Source: an optimization exercise on an open RTL-to-GDS flow (aim: small area). Production flows keep margins and buffers that such runs may drop.
In this exercise RTL edits were held to simulation tests only and were not proved equivalent to the original.
No driver is modelled on the clock port, so clock power and skew are understated where the tree is cut down; a real chip needs a root buffer or a tree.
Power and IR drop assume default switching activity.

// Top_Level2
module Top_Level2(
	CLK,
	rst,
	ps2_clk,
	Data,
	out
);
input wire	CLK;
input wire	rst;
input wire	ps2_clk;
input wire	Data;
output wire	out;
reg	[2:0] kclk_s;
reg	[1:0] kdat_s;
always @(posedge CLK)
begin
	kdat_s <= {kdat_s[0], Data};
	kclk_s[2] <= kclk_s[1];
	if (rst)
		kclk_s[1:0] <= 2'b11;
	else
		kclk_s[1:0] <= {kclk_s[0], ps2_clk};
end
wire	kclk_fall = kclk_s[2] & ~kclk_s[1];
reg	[3:0] count;
reg	[8:1] inter;
reg	prev_f0;	 
reg	trigger;
wire	stop = count[3] & count[1];
always @(posedge CLK)
begin
	if (rst)
	begin
		count <= 4'd0;
		inter <= 8'd0;
		prev_f0 <= 1'b0;
		trigger <= 1'b0;
	end
	else if (kclk_fall)
	begin
		if (stop)
		begin
			count <= 4'd0;
			trigger <= prev_f0;
			prev_f0 <= (inter == 8'hF0);
		end
		else
		begin
			count <= count + 4'd1;
			if (~count[3] & (count[2:0] == 3'd1)) inter[1] <= kdat_s[1];
			if (~count[3] & (count[2:0] == 3'd2)) inter[2] <= kdat_s[1];
			if (~count[3] & (count[2:0] == 3'd3)) inter[3] <= kdat_s[1];
			if (~count[3] & (count[2:0] == 3'd4)) inter[4] <= kdat_s[1];
			if (~count[3] & (count[2:0] == 3'd5)) inter[5] <= kdat_s[1];
			if (~count[3] & (count[2:0] == 3'd6)) inter[6] <= kdat_s[1];
			if (~count[3] & (count[2:0] == 3'd7)) inter[7] <= kdat_s[1];
			if (count[3] & ~count[0]) inter[8] <= kdat_s[1];
		end
	end
end
wire	[7:0] code = trigger ? 8'd0 : inter;
reg	[14:0] y;
always @(*)
	case (code)
	28: y = 22727; 27: y = 21452; 35: y = 20248; 43: y = 19111;
	52: y = 18038; 51: y = 17026; 59: y = 16071; 66: y = 15169;
	75: y = 14317; 76: y = 13513; 82: y = 12755; 90: y = 12039;
	21: y = 23393; 29: y = 22080; 36: y = 20841; 45: y = 19671;
	44: y = 18567; 53: y = 17525; 60: y = 16543; 67: y = 15613;
	68: y = 14737; 77: y = 13910; 84: y = 13129; 91: y = 12392;
  ...
For scale: about 360 cells after synthesis, about 5 I/O pins, roughly 2800 sq um of cells after synthesis.
Settings: LEC_CHECK=0, CAP_MARGIN=20, CORE_MARGIN=2, CORE_UTILIZATION=40, CTS_CLUSTER_DIAMETER=500, CTS_CLUSTER_SIZE=100, GPL_TIMING_DRIVEN=0, PLACE_DENSITY=0.6, SLEW_MARGIN=20; clock period 10.0 ns.
standard.sh (not shown) runs the stock make flow with config.mk's settings and CLKGATE_MAP_FILE= SYNTH_SCRIPT=/design/flow/synth_recipe.tcl, a recipe that flattens the netlist after the stock synthesis.
==> flow/flow/run.sh <==
#!/bin/bash
set -euo pipefail
R=orfs/results/${FLOW_PLATFORM}/Top_Level2/base
bash standard.sh synth > synth_std.log 2>&1
cp $R/1_2_yosys.v std.v
cp $FLOW_HOME/platforms/${FLOW_PLATFORM}/lib/sky130_fd_sc_hd__tt_025C_1v80.lib lib.lib
yosys -s flow/p1.ys > p1.log 2>&1
python3 flow/search.py lib.lib 3 60 ${NUM_CORES:-4} > search.log 2>&1
yosys -s flow/p2.ys > p2.log 2>&1
yosys -s flow/equiv.ys > equiv.log 2>&1
cp new.v $R/1_2_yosys.v
export BUFFER_PORTS_ARGS="-buffer_cell sky130_fd_sc_hd__buf_1"
bash standard.sh POST_CTS_TCL=$PWD/flow/post_cts.tcl finish > layout.log 2>&1
rm -f lib.lib
==> flow/flow/post_cts.tcl <==
set block [ord::get_db_block]
set clk_net [$block findNet CLK]
set root ""
set n 0
foreach it [$clk_net getITerms] { set root [$it getInst]; incr n }
if { $n == 1 && [string match "*clkbuf*" [[$root getMaster] getName]] } {
  set root_out [[$root findITerm X] getNet]
  set leaves {}
  set others 0
  foreach it [$root_out getITerms] {
    set l [$it getInst]
    if { $l == $root || [string match "clkload*" [$l getName]] } { continue }
    if { [string match "*clkbuf*" [[$l getMaster] getName]] && [$it isInputSignal] } {
      lappend leaves $l
    } else {
      incr others
    }
  }
  if { $others == 0 && [llength $leaves] >= 1 && [llength $leaves] <= 4 } {
    foreach it [$root_out getITerms] {
      set l [$it getInst]
      if { [string match "clkload*" [$l getName]] } { odb::dbInst_destroy $l }
    }
    foreach l $leaves {
      set it [$l findITerm A]
      $it disconnect
      $it connect $clk_net
      foreach lit [[[$l findITerm X] getNet] getITerms] {
        if { [string match "clkload*" [[$lit getInst] getName]] } {
          odb::dbInst_destroy [$lit getInst]
        }
      }
    }
    odb::dbInst_destroy $root
    odb::dbNet_destroy $root_out
    puts "post_cts: removed the root buffer; [llength $leaves] leaf buffers on the clock port"
    foreach l $leaves {
      set name [$l getName]
      set pins [get_pins -of_objects [get_nets -of_objects [get_pins $name/X]] -filter "direction == input"]
      foreach c {clkbuf_4 clkbuf_8 clkbuf_16} {
        replace_cell $name sky130_fd_sc_hd__$c
        estimate_parasitics -placement
        set mx 0
        foreach p $pins {
          set s [get_property $p slew_max]
          if { $s > $mx } { set mx $s }
        }
        if { $mx < 0.105 } { break }
      }
      puts "post_cts: $name -> $c ([llength $pins] sinks, slew $mx)"
    }
    detailed_placement
    check_placement -verbose
    estimate_parasitics -placement
    report_clock_skew
  }
}
Other scripts of this flow, unchanged in this note and not shown: flow/flow/dont_use.txt, flow/flow/dump.abc, flow/flow/equiv.ys, flow/flow/load.abc, flow/flow/p1.ys, flow/flow/p2.ys, flow/flow/search.py, flow/flow/seed1.blif
The first run finished with timing, DRC and antenna clean.
Next try:
--- a/flow/flow/post_cts.tcl
+++ b/flow/flow/post_cts.tcl
@@ -34,4 +34,47 @@
     odb::dbInst_destroy $root
     odb::dbNet_destroy $root_out
+    # with 4 leaves, hand the smallest leaf's registers to the nearest of
+    # the others and move each remaining leaf to the middle of its registers
+    if { [llength $leaves] == 4 } {
+      set small ""
+      set nsmall 1000000
+      foreach l $leaves {
+        set k [expr {[llength [[[$l findITerm X] getNet] getITerms]] - 1}]
+        if { $k < $nsmall } { set small $l; set nsmall $k }
+      }
+      set rest {}
+      foreach l $leaves { if { $l != $small } { lappend rest $l } }
+      set small_out [[$small findITerm X] getNet]
+      foreach it [$small_out getITerms] {
+        if { [$it getInst] == $small } { continue }
+        set xy [[$it getInst] getLocation]
+        set best ""
+        set bd 1e18
+        foreach l $rest {
+          set lxy [$l getLocation]
+          set d [expr {abs([lindex $xy 0] - [lindex $lxy 0]) + abs([lindex $xy 1] - [lindex $lxy 1])}]
+          if { $d < $bd } { set bd $d; set best $l }
+        }
+        $it disconnect
+        $it connect [[$best findITerm X] getNet]
+      }
+      odb::dbInst_destroy $small
+      odb::dbNet_destroy $small_out
+      set leaves $rest
+      foreach l $leaves {
+        set sx 0
+        set sy 0
+        set n 0
+        foreach it [[[$l findITerm X] getNet] getITerms] {
+          if { [$it getInst] == $l } { continue }
+          set xy [[$it getInst] getLocation]
+          set sx [expr {$sx + [lindex $xy 0]}]
+          set sy [expr {$sy + [lindex $xy 1]}]
+          incr n
+        }
+        $l setLocation [expr {$sx / $n}] [expr {$sy / $n}]
+      }
+      puts "post_cts: merged the smallest leaf into the other [llength $leaves]"
+    }
     puts "post_cts: removed the root buffer; [llength $leaves] leaf buffers on the clock port"
     foreach l $leaves {
@@ -46,5 +89,5 @@
           if { $s > $mx } { set mx $s }
         }
-        if { $mx < 0.105 } { break }
+        if { $mx < 0.115 } { break }
       }
       puts "post_cts: $name -> $c ([llength $pins] sinks, slew $mx)"
=>
- clock skew fell by 0.029 ns
- combinational power stays flat
- wire length fell by 0.32%
- critical path depth is unchanged

run 1:
The RTL this note starts from:
==> flow/design.v <==
module Top_Level2(
	CLK,
	rst,
	ps2_clk,
	Data,
	out
);
input wire	CLK;
input wire	rst;
input wire	ps2_clk;
input wire	Data;
output wire	out;
reg	[2:0] kclk_s;
reg	[1:0] kdat_s;
always @(posedge CLK)
begin
	kdat_s <= {kdat_s[0], Data};
	kclk_s[2] <= kclk_s[1];
	if (rst)
		kclk_s[1:0] <= 2'b11;
	else
		kclk_s[1:0] <= {kclk_s[0], ps2_clk};
end
wire	kclk_fall = kclk_s[2] & ~kclk_s[1];
reg	[3:0] count;
reg	[8:1] inter;
reg	prev_f0;	 
reg	trigger;
wire	stop = count[3] & count[1];
always @(posedge CLK)
begin
	if (rst)
	begin
		count <= 4'd0;
		inter <= 8'd0;
		prev_f0 <= 1'b0;
		trigger <= 1'b0;
	end
	else if (kclk_fall)
	begin
		if (stop)
		begin
			count <= 4'd0;
			trigger <= prev_f0;
			prev_f0 <= (inter == 8'hF0);
		end
		else
		begin
			count <= count + 4'd1;
			if (~count[3] & (count[2:0] == 3'd1)) inter[1] <= kdat_s[1];
			if (~count[3] & (count[2:0] == 3'd2)) inter[2] <= kdat_s[1];
			if (~count[3] & (count[2:0] == 3'd3)) inter[3] <= kdat_s[1];
			if (~count[3] & (count[2:0] == 3'd4)) inter[4] <= kdat_s[1];
			if (~count[3] & (count[2:0] == 3'd5)) inter[5] <= kdat_s[1];
			if (~count[3] & (count[2:0] == 3'd6)) inter[6] <= kdat_s[1];
			if (~count[3] & (count[2:0] == 3'd7)) inter[7] <= kdat_s[1];
			if (count[3] & ~count[0]) inter[8] <= kdat_s[1];
		end
	end
end
wire	[7:0] code = trigger ? 8'd0 : inter;
reg	[14:0] y;
always @(*)
	case (code)
	28: y = 22727; 27: y = 21452; 35: y = 20248; 43: y = 19111;
	52: y = 18038; 51: y = 17026; 59: y = 16071; 66: y = 15169;
	75: y = 14317; 76: y = 13513; 82: y = 12755; 90: y = 12039;
	21: y = 23393; 29: y = 22080; 36: y = 20841; 45: y = 19671;
	44: y = 18567; 53: y = 17525; 60: y = 16543; 67: y = 15613;
	68: y = 14737; 77: y = 13910; 84: y = 13129; 91: y = 12392;
	18: y = 22080; 26: y = 20841; 34: y = 19671; 33: y = 18567;
	42: y = 17525; 50: y = 16542; 49: y = 15613; 58: y = 14736;
	65: y = 13910; 73: y = 13129; 74: y = 12391; 89: y = 11697;
	default: y = 0;
	endcase
reg	[15:0] a;
reg	[15:0] b;
wire	a_ge_2y = (a >= {y, 1'b0});
wire	b_gt_2y = (b > {y, 1'b0});
wire	a_le_y = (a <= {1'b0, y});
always @(posedge CLK)
begin
	if (rst | a_ge_2y)
		a <= 16'd0;
	else
		a <= a + 16'd1;
	if (rst | b_gt_2y)
		b <= 16'd0;
	else
		b <= b + 16'd1;
end
assign	out = a_le_y ? a_ge_2y : ~b_gt_2y;
endmodule
clock: 10.0 ns
lec_check: 0
cap_margin: 20
core_margin: 2
core_utilization: 40
cts_cluster_diameter: 500
cts_cluster_size: 100
place_density: 0.6
slew_margin: 20
==> flow/flow/run.sh <==
#!/bin/bash
# Standard synthesis; an area search over ABC resynthesis of its
# combinational logic (registers untouched, checked equivalent); then the
# standard layout from that netlist.
set -euo pipefail
R=orfs/results/${FLOW_PLATFORM}/Top_Level2/base
bash standard.sh synth > synth_std.log 2>&1
cp $R/1_2_yosys.v std.v
cp $FLOW_HOME/platforms/${FLOW_PLATFORM}/lib/sky130_fd_sc_hd__tt_025C_1v80.lib lib.lib
yosys -s flow/p1.ys > p1.log 2>&1
python3 flow/search.py lib.lib 4 90 ${NUM_CORES:-4} > search.log 2>&1
yosys -s flow/p2.ys > p2.log 2>&1
yosys -s flow/equiv.ys > equiv.log 2>&1
cp new.v $R/1_2_yosys.v
export BUFFER_PORTS_ARGS="-buffer_cell sky130_fd_sc_hd__buf_1"
bash standard.sh POST_CTS_TCL=$PWD/flow/post_cts.tcl finish > layout.log 2>&1
rm -f lib.lib
==> flow/flow/post_cts.tcl <==
set block [ord::get_db_block]
set clk_net [$block findNet CLK]
set root ""
set n 0
foreach it [$clk_net getITerms] { set root [$it getInst]; incr n }
if { $n == 1 && [string match "*clkbuf*" [[$root getMaster] getName]] } {
  set root_out [[$root findITerm X] getNet]
  set leaves {}
  set others 0
  foreach it [$root_out getITerms] {
    set l [$it getInst]
    if { $l == $root || [string match "clkload*" [$l getName]] } { continue }
    if { [string match "*clkbuf*" [[$l getMaster] getName]] && [$it isInputSignal] } {
      lappend leaves $l
    } else {
      incr others
    }
  }
  if { $others == 0 && [llength $leaves] >= 1 && [llength $leaves] <= 4 } {
    foreach it [$root_out getITerms] {
      set l [$it getInst]
      if { [string match "clkload*" [$l getName]] } { odb::dbInst_destroy $l }
    }
    foreach l $leaves {
      set it [$l findITerm A]
      $it disconnect
      $it connect $clk_net
      foreach lit [[[$l findITerm X] getNet] getITerms] {
        if { [string match "clkload*" [[$lit getInst] getName]] } {
          odb::dbInst_destroy [$lit getInst]
        }
      }
    }
    odb::dbInst_destroy $root
    odb::dbNet_destroy $root_out
    puts "post_cts: removed the root buffer; [llength $leaves] leaf buffers on the clock port"
    foreach l $leaves {
      set name [$l getName]
      set pins [get_pins -of_objects [get_nets -of_objects [get_pins $name/X]] -filter "direction == input"]
      foreach c {clkbuf_4 clkbuf_8 clkbuf_16} {
        replace_cell $name sky130_fd_sc_hd__$c
        estimate_parasitics -placement
        set mx 0
        foreach p $pins {
          set s [get_property $p slew_max]
          if { $s > $mx } { set mx $s }
        }
        if { $mx < 0.105 } { break }
      }
      puts "post_cts: $name -> $c ([llength $pins] sinks, slew $mx)"
    }
    detailed_placement
    check_placement -verbose
    estimate_parasitics -placement
    report_clock_skew
  }
}
Other scripts of this flow, unchanged in this note and not shown: flow/flow/dont_use.txt, flow/flow/dump.abc, flow/flow/equiv.ys, flow/flow/load.abc, flow/flow/p1.ys, flow/flow/p2.ys, flow/flow/search.py
[inputs] run 2 vs run 1
diff --git a/flow/flow/run.sh b/flow/flow/run.sh
--- a/flow/flow/run.sh
+++ b/flow/flow/run.sh
@@ -9,9 +9,9 @@
 cp $FLOW_HOME/platforms/${FLOW_PLATFORM}/lib/sky130_fd_sc_hd__tt_025C_1v80.lib lib.lib
 yosys -s flow/p1.ys > p1.log 2>&1
-python3 flow/search.py lib.lib 4 90 ${NUM_CORES:-4} > search.log 2>&1
+python3 flow/search.py lib.lib 3 40 ${NUM_CORES:-4} > search.log 2>&1
 yosys -s flow/p2.ys > p2.log 2>&1
 yosys -s flow/equiv.ys > equiv.log 2>&1
 cp new.v $R/1_2_yosys.v
 export BUFFER_PORTS_ARGS="-buffer_cell sky130_fd_sc_hd__buf_1"
-bash standard.sh POST_CTS_TCL=$PWD/flow/post_cts.tcl finish > layout.log 2>&1
+bash standard.sh finish > layout.log 2>&1
 rm -f lib.lib
removed: flow/flow/post_cts.tcl
Compared to run 1, run 2 has wire length 610 um higher. Run 2 ended with more worst max-slew margin expressed relative to the limit than run 1. Clock-cell share of area sits higher in run 2 than in run 1. Per the comparison of run 2 with run 1, design area higher, number of placement rows saw an increase, area added between synthesis and finish now larger, end-of-flow core utilization -0.19 points.
For run 3, these inputs were changed with respect to run 2:
- CTS_CLUSTER_SIZE no longer set, was 100
- CTS_CLUSTER_DIAMETER no longer set, was 500
diff --git a/flow/flow/run.sh b/flow/flow/run.sh
--- a/flow/flow/run.sh
+++ b/flow/flow/run.sh
@@ -13,5 +13,4 @@
 yosys -s flow/equiv.ys > equiv.log 2>&1
 cp new.v $R/1_2_yosys.v
-export BUFFER_PORTS_ARGS="-buffer_cell sky130_fd_sc_hd__buf_1"
 bash standard.sh finish > layout.log 2>&1
 rm -f lib.lib
Results
Between run 3 and run 2, cell area after placement is higher for run 3, run 2 comes in under that.
Run 3 against run 2: total detailed-routing wirelength increased 1.4%; overall global routing resource usage has decreased; length of routed met2 wiring moved down; leakage power figure went up.

RTL: the design.v shown in full above, as it stands there.
clock: 10.0 ns
lec_check: 0
cap_margin: 20
core_margin: 2
core_utilization: 40
cts_cluster_diameter: 500
cts_cluster_size: 100
place_density: 0.6
slew_margin: 20
==> flow/flow/run.sh <==
#!/bin/bash
# Standard synthesis; an area search over ABC resynthesis of its
# combinational logic (registers untouched, checked equivalent); then the
# standard layout from that netlist.
set -euo pipefail
R=orfs/results/${FLOW_PLATFORM}/Top_Level2/base
bash standard.sh synth > synth_std.log 2>&1
cp $R/1_2_yosys.v std.v
cp $FLOW_HOME/platforms/${FLOW_PLATFORM}/lib/sky130_fd_sc_hd__tt_025C_1v80.lib lib.lib
yosys -s flow/p1.ys > p1.log 2>&1
python3 flow/search.py lib.lib 4 60 ${NUM_CORES:-4} > search.log 2>&1
yosys -s flow/p2.ys > p2.log 2>&1
yosys -s flow/equiv.ys > equiv.log 2>&1
cp new.v $R/1_2_yosys.v
export BUFFER_PORTS_ARGS="-buffer_cell sky130_fd_sc_hd__buf_1"
bash standard.sh POST_CTS_TCL=$PWD/flow/post_cts.tcl finish > layout.log 2>&1
rm -f lib.lib
==> flow/flow/search.py <==
#!/usr/bin/env python3
"""Area search over ABC resynthesis of the combinational logic.

Reads raw.blif (the standard synthesis's combinational logic, written by
p1.ys), runs rounds of parallel ABC jobs (deepsyn with different seeds, then
area mapping) starting from the best netlist so far, and writes best.blif.
Each ABC run's output goes to abc_R_S.log in the current folder.
"""
import os, re, subprocess, sys
from concurrent.futures import ThreadPoolExecutor

lib, rounds, secs, jobs = sys.argv[1], int(sys.argv[2]), int(sys.argv[3]), int(sys.argv[4])
remaps = int(sys.argv[5]) if len(sys.argv) > 5 else 8
dont_use = open(os.path.join(os.path.dirname(__file__), "dont_use.txt")).read().split()
readlib = "read_lib " + " ".join("-X " + c for c in dont_use) + " -w " + lib

MAP = "&get -n; &dch -f; &nf -R 1000; &put"

def run(src, dst, script, log, remaps=0):
    """Run script on src, then remap the result remaps times; every mapped
    netlist is written out, and the smallest is copied to dst. Returns its area."""
    cmd = f"{readlib}; read_blif {src}; {script}; print_stats; write_blif {dst}.0"
    for i in range(1, remaps + 1):
        cmd += f"; strash; {MAP}; print_stats; write_blif {dst}.{i}"
    out = subprocess.run(["yosys-abc", "-c", cmd], capture_output=True, text=True).stdout
    open(log, "w").write(out)
    areas = [float(x) for x in re.findall(r"area =\s*([0-9.]+)", out)]
    best = None
    for i, a in enumerate(areas):
        if os.path.exists(f"{dst}.{i}") and (best is None or a < areas[best]):
            best = i
    if best is None:
        return float("inf")
    subprocess.run(["cp", f"{dst}.{best}", dst], check=True)
    return areas[best]

# plain area mapping of the input as a fallback
a = run("raw.blif", "cand_0_0.blif", "strash; dch -f; map -a", "abc_0_0.log")
best, best_area = "cand_0_0.blif", a
print(f"start: {a}", flush=True)
for r in range(1, rounds + 1):
    def job(s):
        dst = f"cand_{r}_{s}.blif"
        script = f"strash; &get -n; &deepsyn -T {secs} -S {s + r * jobs}; {MAP}"
        return run(best, dst, script, f"abc_{r}_{s}.log", remaps), dst
    with ThreadPoolExecutor(jobs) as ex:
        res = list(ex.map(job, range(1, jobs + 1)))
    a, dst = min(res)
    print(f"round {r}: " + " ".join(f"{x:.1f}" for x, _ in res), flush=True)
    if a < best_area:
        best, best_area = dst, a
print(f"best: {best} {best_area}", flush=True)
subprocess.run(["cp", best, "best.blif"], check=True)
Other scripts of this flow, unchanged in this note and not shown: flow/flow/dont_use.txt, flow/flow/dump.abc, flow/flow/equiv.ys, flow/flow/load.abc, flow/flow/p1.ys, flow/flow/p2.ys, flow/flow/post_cts.tcl
The starting point completed with no timing, DRC or antenna violations.
==> next run, changes <==
--- a/flow/flow/run.sh
+++ b/flow/flow/run.sh
@@ -11 +11 @@
-python3 flow/search.py lib.lib 4 60 ${NUM_CORES:-4} > search.log 2>&1
+python3 flow/search.py lib.lib 6 60 ${NUM_CORES:-4} > search.log 2>&1
--- a/flow/flow/search.py
+++ b/flow/flow/search.py
@@ -39 +39 @@
-best, best_area = "cand_0_0.blif", a
+pool = [(a, "cand_0_0.blif")]
@@ -41,0 +42,4 @@
+    # half the jobs start from the best netlist so far, the rest from the
+    # next best ones, so that the search does not stall in one optimum
+    srcs = [pool[0][1] if s % 2 == 1 or len(pool) == 1 else pool[min(s // 2, len(pool) - 1)][1]
+            for s in range(1, jobs + 1)]
@@ -45 +49 @@
-        return run(best, dst, script, f"abc_{r}_{s}.log", remaps), dst
+        return run(srcs[s - 1], dst, script, f"abc_{r}_{s}.log", remaps), dst
@@ -48 +51,0 @@
-    a, dst = min(res)
@@ -50,2 +53,2 @@
-    if a < best_area:
-        best, best_area = dst, a
+    pool = sorted(pool + [x for x in res if x[0] < float("inf")])[:jobs]
+best_area, best = pool[0]
After rerunning:
- The changed run produced a clean layout
- sequential power hardly moves
- global-route usage rose by 0.30 points
- first-iteration DRC count rose by about 140%
- cell area stays flat

static timing again, ports no longer ideal:
No port has a modelled driver above. Below, the same layouts with a new extraction and two added sets of constraints.
Step 1, drivers: a clkbuf_16 drives CLK and a buf_2 each remaining input, both assumed.
Step 2, shift: input delay + t, output delay - t, t = (earliest + latest rising clock arrival at the registers) / 2. This alone moves slack from input paths to output paths.
a / b / c = no drivers / after step 1 / after step 2; a / b = the first two.
run	t, ns	setup WS [ns]	worst setup path at the end	clock arrival spread, ns
the first run of note 1	0.196	2.017 / 1.964 / 2.160	register to output	0.033 / 0.034
the second run of note 1	0.206	1.967 / 1.919 / 2.125	register to output	0.005 / 0.005
run 1	0.197	2.628 / 2.580 / 2.777	register to output	0.016 / 0.016
run 2	0.331	1.471 / 1.442 / 1.773	register to output	0.022 / 0.022
run 3	0.332	1.250 / 1.221 / 1.553	register to output	0.016 / 0.016
the first run of note 3	0.197	1.086 / 1.038 / 1.235	register to output	0.018 / 0.018
the second run of note 3	0.192	2.834 / 2.785 / 2.976	register to output	0.022 / 0.023
After both steps every run listed still meets setup and hold.
